What follows belongs to an exercise in optimizing a design on an open flow for small area and a short achievable clock period; a production flow would make more cautious choices.
Function was checked by simulation only, so behaviour that the tests miss may differ from the original.
Power is estimated from default activity; no workload was simulated.

==> flow/run.sh <==
#!/bin/bash
# synth_recipe.tcl (not shown) runs the flow's synth.tcl, then flattens the netlist and writes it again
# the make line also repeats each setting of config.mk as NAME=value (left out here)
make -C /OpenROAD-flow-scripts/flow DESIGN_CONFIG=/design/flow/config.mk WORK_HOME=/design/flow/orfs CLKGATE_MAP_FILE= SYNTH_SCRIPT=/design/flow/synth_recipe.tcl finish
==> flow/design.v <==
module alu_top (
    input             clk,
    input      [7:0]  a_in,
    input      [7:0]  b_in,
    input      [3:0]  command_in,
    input             oe,
    output reg [15:0] d_out
);
    reg [7:0] a_q, b_q;
    reg [3:0] cmd_q;
    reg       oe_q;
    wire [15:0] alu_out;
    always @(posedge clk) begin
        a_q   <= a_in;
        b_q   <= b_in;
        cmd_q <= command_in;
        oe_q  <= oe;
        d_out <= alu_out;
    end
    alu u_alu (.a_in(a_q), .b_in(b_q), .command_in(cmd_q), .oe(oe_q), .d_out(alu_out));
endmodule

module alu ( input [7:0]a_in,b_in,input [3:0]command_in,input oe,output [15:0]d_out);
	parameter 	ADD = 4'b0000,
				INC = 4'b0001,
				SUB =  4'b0010,
				DEC = 4'b0011,
				MUL = 4'b0100,
				DIV = 4'b0101,
				SHL = 4'b0110,
				SHR = 4'b0111,
				AND = 4'b1000,
				OR = 4'b1001,
				INV = 4'b1010,
				NAND = 4'b1011,
				NOR = 4'b1100,
				XOR = 4'b1101,
				XNOR = 4'b1110,
				BUF = 4'b1111;
	reg [15:0] out;
	always@(command_in,a_in,b_in)
		begin
			case(command_in)
				ADD : out = a_in+b_in;
				INC : out = a_in+1'b1;
				SUB : out = a_in-b_in;
				DEC : out = a_in-1'b1;
				MUL : out = a_in*b_in;
				DIV : out = (b_in == 8'd0) ? 16'hFFFF : a_in/b_in;
				SHL : out = a_in<<1;
				SHR : out = a_in>>1;
				AND : out = a_in&&b_in;
				OR : out = a_in||b_in;
				INV : out = !(a_in);
				NAND : out = ~(a_in&b_in);
				NOR : out = ~(a_in|b_in);
				XOR : out = a_in^b_in;
				XNOR : out = a_in~^b_in;
				BUF : out = a_in;
			endcase
		end
	assign d_out = (oe) ? out : 16'h0000;
endmodule  
==> flow/constraint.sdc <==
create_clock -name core_clock -period 24.0 [get_ports {clk}]
set_input_delay 4.8000 -clock core_clock [delete_from_list [all_inputs] [get_ports {clk}]]
set_output_delay 4.8000 -clock core_clock [all_outputs]
set_load 0.01 [all_outputs]
==> flow/config.mk <==
export PLATFORM = sky130hd
export DESIGN_NAME = alu_top
export DESIGN_NICKNAME = alu_top
export VERILOG_FILES = /design/flow/design.v
export SDC_FILE = /design/flow/constraint.sdc
export NUM_CORES = 4
export LEC_CHECK = 0
export CAP_MARGIN = 20
export CORE_MARGIN = 2
export CORE_UTILIZATION = 40
export SLEW_MARGIN = 20
==> results.tsv, run 1 <==
stage	metric	value	unit
yosys	synth_edf_count	0	
grt	grt_max_degree	37	
critical_path	r2r_cells	121	
yosys	synth_area_leaders	ha_1 22%, fa_1 7.6%, dfxtp_1 7.4%	
yosys	synth_top_area_cell	ha_1	
yosys	synth_seq_cells	37	
critical_path	critPathLaunchType	register	
power	p_comb_share	92.8	%
place	pre_cts_slack	-0.662	ns
critical_path	critPathMaxStageDelay	0.41	ns
place	io_buffer_count	37	
worst_hold_path	hp-class	register to register	
final_layout	area_growth	22.9	%
critical_path	critPathArrivalTime	23.29	ns
power	power.switching	0.988	mW
timing	setup_violations	0	
detailed_routing	drc_errors	0	
power	powerDensity	159	nW/um^2
power	power_frac_clock	3.6	%
yosys	post-synth-top-area-fraction	21.7	%
die	fp.coreArea	24400	sq um
cts	cts_root_buffer	clkbuf_16	
cts	path_clk_slew	0.07	ns
die	die_y	162	microns
critical_path	endpoint_kind	register	
die	floorplan.initialDensity	40.9	%
grt	grt_pass1_wl	50.1	mm
critical_path	path_max_fanout	8	
cts	clk_latency	0.30	ns
yosys	async_flop_share	0	%
timing	slew_violations	0	
die	die_area	26200	sq um
critical_path	path_class	register to register	
timing	setup_ws	0.882	ns
timing	min_period_over_period	96.3	%
place	gp_congestion	0.944	
final_layout	post-route-util	50.2	%
power	p_sw_share	50.6	%
cts	cts.sinks	37	
cts	clock_path_buffers	2	
critical_path	crit_start	b_q[2]	
yosys	ys.flop_type	dfxtp_1	
cts	tritoncts	built	
critical_path	rrSetupSlack	0.88	ns
detailed_routing	drt_pass1_iterations	6	
detailed_routing	antenna_left	0	
power	p_leak	5.42	nW
outcome	status	complete, no violations	
yosys	ys_seq_area_share	7.43	%
yosys	syn_area	9960	sq um
die	rows	57	
critical_path	crit_slowest_cell	ha_1	
die	die_w	162	microns
cts	cts_buffers	5	
critical_path	critical_path_buf_inv_count	5	
critical_path	crit_family	compound AO/OA/AOI/OAI gates	
cts	htreeDepth	2	
cts	hold_buffers	0	
yosys	yosysWarningCount	2	
grt	antenna_found_initial	1	
grt	track_usage	23.5	%
flow_run	maxCapViolations	0	
power	peakVddDrop	0.300	mV
timing	fmax	43.3	MHz
grt	grt_overflow	0	
place	dp_hpwl	23.5	mm
yosys	syn_avg_cell_area	7.59	sq um
detailed_routing	avgRoutedWirePerCell	18.3	microns
critical_path	critPathMostFrequentCell	o21a_1	
timing	worst_clock_skew	0.0125	ns
detailed_routing	drtIter0Drc	886	
yosys	syn_inst	1313	
critical_path	crit_end	d_out[0]	
die	ioPinCount	38	
critical_path	rr_endpoint	d_out[0]	
timing	period_needed	23.12	ns
worst_hold_path	hold_depth	1	
yosys	synth_most_common_cell	ha_1	
timing	grt_setup_unrepaired	true	
grt	grt_pass1_vias	9537	
critical_path	path_depth	121	
detailed_routing	wl	31.9	mm
timing	max_slew_margin	24.3	%
critical_path	required	24.18	ns
critical_path	reg2reg_from	b_q[2]	
power	total_power	1.95	mW
place	dpl-instance-area	11000	sq um
power	p_int	0.964	mW
final_layout	drive_gt1_share	18.2	%
timing	tightest_slew	1.13	ns
power	sequentialPowerShare	3.7	%
yosys	synthDistinctLibCells	96	
final_layout	antenna_cells	0	
timing	hold_violations	0	
yosys	synth_common_cells	173 x ha_1, 139 x nor2_1, 118 x nand2_1	
final_layout	final_cell_area	12300	sq um
final_layout	final_nets	1652	
detailed_routing	via_per_inst	5.81	
timing	tns	0	ns
detailed_routing	vias	10128	
repair_timing:
| action | in CTS | in global routing |
|---|---|---|
| buffers inserted | 15 | 46 |
| pin swaps | 7 | 72 |
| gates resized for setup | 19 | 91 |
| setup endpoints to repair | 1 | 2 |
| cloned | 1 | 0 |
per-stage QoR:
step | std cells | hold slack, ns
floorplan | 1320 | 0.602
global placement | 1674 | 0.654
detailed placement | 1674 | 0.635
CTS | 1698 | 0.667
global route | 1744 | 0.694
finish | 1744 | 0.670
cells in the final DEF, fill, tap and decap left out, types with 7 or more instances in the layout:
cell             instances
ha_1                   151
nor2_1                 133
nand2_1                118
buf_4                   93
inv_1                   92
a21oi_1                 61
nor3_1                  57
o21ai_0                 54
xnor2_1                 45
o21a_1                  39
fa_1                    38
clkdlybuf4s50_1         37
dfxtp_1                 34
xor2_1                  24
o31ai_1                 21
ha_4                    21
a21o_1                  20
nand3_1                 20
mux2_2                  18
nor2b_1                 17
a21oi_2                 16
nand2b_1                15
or3_1                   14
o211ai_1                12
a31oi_1                 12
nand4_1                 11
mux2i_1                 11
o21bai_1                10
o21ai_1                  9
or2_2                    9
mux2_4                   8
conb_1                   8
a211oi_1                 7
a221oi_1                 7
sequential cells by signal, indices dropped and copies added, names as in the netlist:
name and cells:
a_q 8, b_q 8, cmd_q 4, d_out 16, oe_q 1
worst register-to-register path, delay by kind of cell (launching register included):
| family | cells | cell delay [ns] |
|---|---|---|
| compound gates | 64 | 12.15 |
| simple gates | 31 | 3.96 |
| fa+ha+maj | 13 | 3.70 |
| mux | 8 | 2.14 |
| buf+inv | 5 | 0.72 |
| flops | 1 | 0.37 |
power by group through the flow:
stage / Sequential [mW] / Clock [mW] / Combinational (mW)
floorplan: 0.0735 / 0 / 1.26
global placement: 0.0734 / 0 / 1.53
detailed placement: 0.0732 / 0 / 1.55
CTS: 0.0719 / 0.0706 / 1.57
global route: 0.0723 / 0.0732 / 2.01
finish: 0.0717 / 0.0697 / 1.81
worst min-delay path by stage:
stage | start | to | slack (ns)
final | oe_q | d_out[6] | 0.67
after global routing | oe_q | d_out[6] | 0.69
after global placement | oe_q | d_out[6] | 0.65
after floorplan | oe_q | d_out[8] | 0.60
after detailed placement | oe_q | d_out[6] | 0.64
after CTS | oe_q | d_out[6] | 0.67
final cells by class:
cell class              count  area, sq um
fillers                  2434        12100
multi-input cells        1140         9430
repair buffers            135         1130
flip-flops and latches     37          747
well taps                 324          405
inverters                 100          390
clock buffers               5          125
clock inverters             3         21.3
cell families after synthesis:
logic type / after synthesis / synth area share [%]
buffers and inverters: 144 / 5.60
other: 1 / 0.0376
flip-flops: 37 / 7.43
XOR/XNOR: 70 / 6.15
adder cells (fa/ha/maj): 212 / 29.5
AND/OR/NAND/NOR: 455 / 22.1
multiplexers: 45 / 5.12
AO/OA/AOI/OAI: 349 / 24.1
layer usage:
layer | global-route usage, % | wire length (microns) | up-vias
met4 | 4.79 | 637 | 0
met2 | 38.5 | 14600 | 365
met1 | 33.9 | 14700 | 4774
li1 | - | - | 4936
met3 | 1.97 | 1970 | 53
met5 | 0 | 0 | -
==> inputs of run 2 (changes only) <==
==> flow/design.v (replaced) <==
module alu_top (
    input             clk,
    input      [7:0]  a_in,
    input      [7:0]  b_in,
    input      [3:0]  command_in,
    input             oe,
    output reg [15:0] d_out
);
    reg [7:0] a_q, b_q;
    reg [3:0] cmd_q;
    reg       oe_q;
    wire [15:0] alu_out;
    always @(posedge clk) begin
        a_q   <= a_in;
        b_q   <= b_in;
        cmd_q <= command_in;
        oe_q  <= oe;
        d_out <= alu_out;
    end
    alu u_alu (.a_in(a_q), .b_in(b_q), .command_in(cmd_q), .oe(oe_q), .d_out(alu_out));
endmodule

module alu ( input [7:0]a_in,b_in,input [3:0]command_in,input oe,output [15:0]d_out);
	wire [7:0] a = a_in;
	wire [7:0] b = b_in;
	wire [3:0] c = command_in;
	wire [7:0] y   = c[0] ? {8{c[1]}} : (b ^ {8{c[1]}});
	wire       cin = c[1] ^ c[0];
	wire [8:0] sum = {1'b0, a} + {1'b0, y} + {8'd0, cin};
	wire [15:0] prod = a * b;
	wire [7:0] q;
	wire [7:0] rem [0:8];
	assign rem[8] = 8'd0;
	genvar i;
	generate
		for (i = 7; i >= 0; i = i - 1) begin : g_div
			localparam W = 8 - i;
			wire [W-1:0] t;
			wire [W:0]   d;
			if (W == 1) begin : g_t1
				assign t = a[i];
			end else begin : g_tn
				assign t = {rem[i+1][W-2:0], a[i]};
			end
			assign d = {1'b0, t} - {1'b0, b[W-1:0]};
			if (W == 8) begin : g_q8
				assign q[i] = ~d[W];
			end else begin : g_qn
				assign q[i] = ~d[W] & ~(|b[7:W]);
			end
			if (W == 8) begin : g_r8
				assign rem[i] = q[i] ? d[W-1:0] : t;
			end else begin : g_rn
				assign rem[i] = {{(8-W){1'b0}}, (q[i] ? d[W-1:0] : t)};
			end
		end
	endgenerate
	wire bz = (b == 8'd0);
	reg [15:0] out;
	always @(*) begin
		case (c)
			4'd0, 4'd1: out = {7'd0, sum[8], sum[7:0]};
			4'd2, 4'd3: out = {{8{~sum[8]}}, sum[7:0]};
			4'd4: out = prod;
			4'd5: out = {{8{bz}}, q};
			4'd6: out = {7'd0, a, 1'b0};
			4'd7: out = {9'd0, a[7:1]};
			4'd8: out = {15'd0, (|a) & (|b)};
			4'd9: out = {15'd0, (|a) | (|b)};
			4'd10: out = {15'd0, ~(|a)};
			4'd11: out = {8'hFF, ~(a & b)};
			4'd12: out = {8'hFF, ~(a | b)};
			4'd13: out = {8'h00, a ^ b};
			4'd14: out = {8'hFF, ~(a ^ b)};
			default: out = {8'h00, a};
		endcase
	end
	assign d_out = oe ? out : 16'h0000;
endmodule
--- a/flow/config.mk
+++ b/flow/config.mk
@@ -7,2 +7,3 @@
 export LEC_CHECK = 0
+export ABC_AREA = 1
 export CAP_MARGIN = 20
==> results.tsv, run 2 <==
stage	metric	value	unit
power	peakVddDrop	0.0304	mV
cts	cts.sinks	37	
final_layout	largest_reg_flops	16	
yosys	ys.flop_type	dfxtp_1	
outcome	status	complete, no violations	
timing	max_slew_margin	50.9	%
final_layout	top_regs	d_out (16), a_q (8), b_q (8)	
detailed_routing	via_per_inst	5.13	
final_layout	top_register	d_out	
critical_path	critical_path_buf_inv_count	6	
critical_path	critPathMostFrequentCell	nand2_1	
critical_path	crit_family	compound AO/OA/AOI/OAI gates	
cts	clk_latency	0.30	ns
power	p_leak	3.55	nW
power	total_power	0.352	mW
detailed_routing	avgRoutedWirePerCell	15.5	microns
timing	tns	0	ns
timing	grt_setup_unrepaired	false	
final_layout	antenna_cells	0	
critical_path	critPathArrivalTime	10.06	ns
place	io_buffer_count	37	
cts	cts_resized	0	
cts	cts_root_buffer	clkbuf_16	
yosys	synth_seq_cells	37	
final_layout	final_cell_area	6590	sq um
critical_path	path_class	register to register	
critical_path	crit_end	d_out[0]	
timing	fmax	101	MHz
place	pre_cts_slack	14.24	ns
die	die_y	126	microns
grt	grt_pass1_vias	5081	
yosys	syn_avg_cell_area	7.35	sq um
cts	path_clk_slew	0.06	ns
yosys	synth_area_leaders	ha_1 22%, fa_1 15%, dfxtp_1 13%	
cts	cts_buffers	5	
power	powerDensity	53.4	nW/um^2
yosys	syn_inst	806	
detailed_routing	drt_pass1_iterations	5	
timing	worst_clock_skew	0.00516	ns
flow_run	maxCapViolations	0	
final_layout	instances_no_fill	1017	
final_layout	drive_gt1_share	5.40	%
power	power.switching	0.155	mW
final_layout	mostFrequentLayoutCells	158 x nand2_1, 151 x inv_1, 105 x ha_1	
critical_path	rrSetupSlack	14.13	ns
timing	tightest_slew	0.734	ns
place	dpl-instance-area	6420	sq um
final_layout	final_nets	1003	
grt	grt_overflow	0	
critical_path	reg2reg_from	a_q[7]	
die	die_w	126	microns
yosys	post-synth-top-area-fraction	22.2	%
critical_path	rr_endpoint	d_out[0]	
critical_path	crit_slowest_cell	dfxtp_1	
yosys	synth_most_common_cell	nand2_1	
die	ioPinCount	38	
grt	track_usage	20.9	%
final_layout	post-route-util	45.5	%
final_layout	final_common_cell	nand2_1	
yosys	async_flop_share	0	%
power	p_int	0.197	mW
power	sequentialPowerShare	21.0	%
timing	slew_violations	0	
critical_path	path_max_fanout	13	
grt	grt_max_degree	21	
timing	timing.hold.ws	0.630	ns
detailed_routing	drtIter0Drc	383	
critical_path	path_depth	57	
cts	hold_buffers	0	
critical_path	crit_start	a_q[7]	
yosys	synth_common_cells	158 x nand2_1, 151 x inv_1, 105 x ha_1	
final_layout	area_growth	11.2	%
detailed_routing	drc_errors	0	
timing	setup_violations	0	
detailed_routing	antenna_left	0	
place	gp_congestion	0.925	
timing	min_period_over_period	41.1	%
critical_path	endpoint_kind	register	
power	p_sw_share	44.0	%
yosys	synth_edf_count	0	
place	placedCellCount	1009	
yosys	ys_seq_area_share	12.5	%
yosys	syn_area	5920	sq um
critical_path	required	24.19	ns
critical_path	critPathMaxStageDelay	0.58	ns
die	floorplan.initialDensity	40.9	%
worst_hold_path	hp-class	register to register	
power	p_comb_share	56.7	%
yosys	synthDistinctLibCells	46	
detailed_routing	vias	5219	
cts	tritoncts	built	
grt	antenna_found_initial	0	
place	dp_hpwl	12.2	mm
power	power_frac_clock	22.3	%
cts	htreeDepth	2	
critical_path	r2r_cells	57	
cts	clock_path_buffers	2	
timing	period_needed	9.87	ns
timing	hold_violations	0	
die	fp.coreArea	14500	sq um
die	rows	44	
die	die_area	15800	sq um
yosys	synth_top_area_cell	ha_1	
timing	setup_ws	14.13	ns
grt	grt_pass1_wl	26.4	mm
cts	cts_setup_buffers	0	
yosys	yosysWarningCount	2	
critical_path	critPathLaunchType	register	
detailed_routing	wl	15.8	mm
run 2: cell count changes in the layout (fill, tap and decap cells not counted), moves of 17 or more:
cell     delta
mux2_2     -18
nor2b_1    -17
xnor2_1    -37
o21a_1     -34
buf_4      -90
nor2_1     -97
o31ai_1    -21
inv_1      +59
nand2_1    +40
nor3_1     -46
ha_1       -46
ha_4       -21
run 2: final cells by class:
type | instances | area (sq um)
fillers | 1490 | 7890
multi-input cells | 592 | 4460
flip-flops and latches | 37 | 741
inverters | 156 | 593
repair buffers | 40 | 393
well taps | 184 | 230
clock buffers | 6 | 129
clock inverters | 2 | 38.8
run 2: how the worst min path moves through the flow:
stage          start         to  slack [ns]  cells past startpoint
2_1_floorplan   oe_q  d_out[11]        0.60                      2
3_3_place_gp    oe_q  d_out[11]        0.62                      1
6_report        oe_q  d_out[11]        0.63                      1
5_1_grt         oe_q  d_out[11]        0.66                      1
4_1_cts         oe_q  d_out[11]        0.63                      1
3_5_place_dp    oe_q  d_out[11]        0.62                      1
run 2: power groups by stage:
stage | clock, mW | combinational, mW | sequential (mW)
6_report | 0.0783 | 0.199 | 0.0740
5_1_grt | 0.0827 | 0.232 | 0.0749
4_1_cts | 0.0804 | 0.201 | 0.0740
3_5_place_dp | 0 | 0.199 | 0.0753
3_3_place_gp | 0 | 0.198 | 0.0755
2_1_floorplan | 0 | 0.150 | 0.0724
run 2: cells by family (layout without fill, tap and decap cells):
logic type / Yosys count / in the layout / share of synthesized area (%)
AND/OR/NAND/NOR: 273 / 273 / 20.6
buffers and inverters: 177 / 204 / 12.1
adder cells (fa/ha/maj): 149 / 149 / 37.1
flip-flops: 37 / 37 / 12.5
AO/OA/AOI/OAI: 154 / 154 / 15.4
XOR/XNOR: 16 / 16 / 2.37
run 2: routing by layer:
| layer | wire length (microns) | track usage, % | vias up |
|---|---|---|---|
| li1 | - | - | 2662 |
| met1 | 7470 | 28.9 | 2363 |
| met2 | 7070 | 34.4 | 168 |
| met3 | 891 | 2.85 | 26 |
| met4 | 357 | 5.95 | 0 |
| met5 | 0 | 0 | - |

## static timing again, ports no longer ideal
The results above use ideal ports. As a check the final layouts listed here were re-extracted and re-timed, cells and wires unchanged.
Step 1 sets driving cells, clkbuf_16 on the clock port and buf_2 on the other inputs (assumed; they add their load-dependent delay and slew).
Step 2 times the ports against the registers' clock, not the clock port: input delays grow and output delays shrink by t, the midpoint of the rising clock arrivals with the driver on.
a / b / c = ideal ports / drivers / drivers and shift; a / b = the first two.
run | shift t [ns] | setup WS [ns] | worst setup path after step 2
run 1 | 0.338 | 0.882 / 0.882 / 0.882 | register to register
run 2 | 0.338 | 14.133 / 14.133 / 14.133 | register to register
After both steps setup and hold are still met in every run listed.
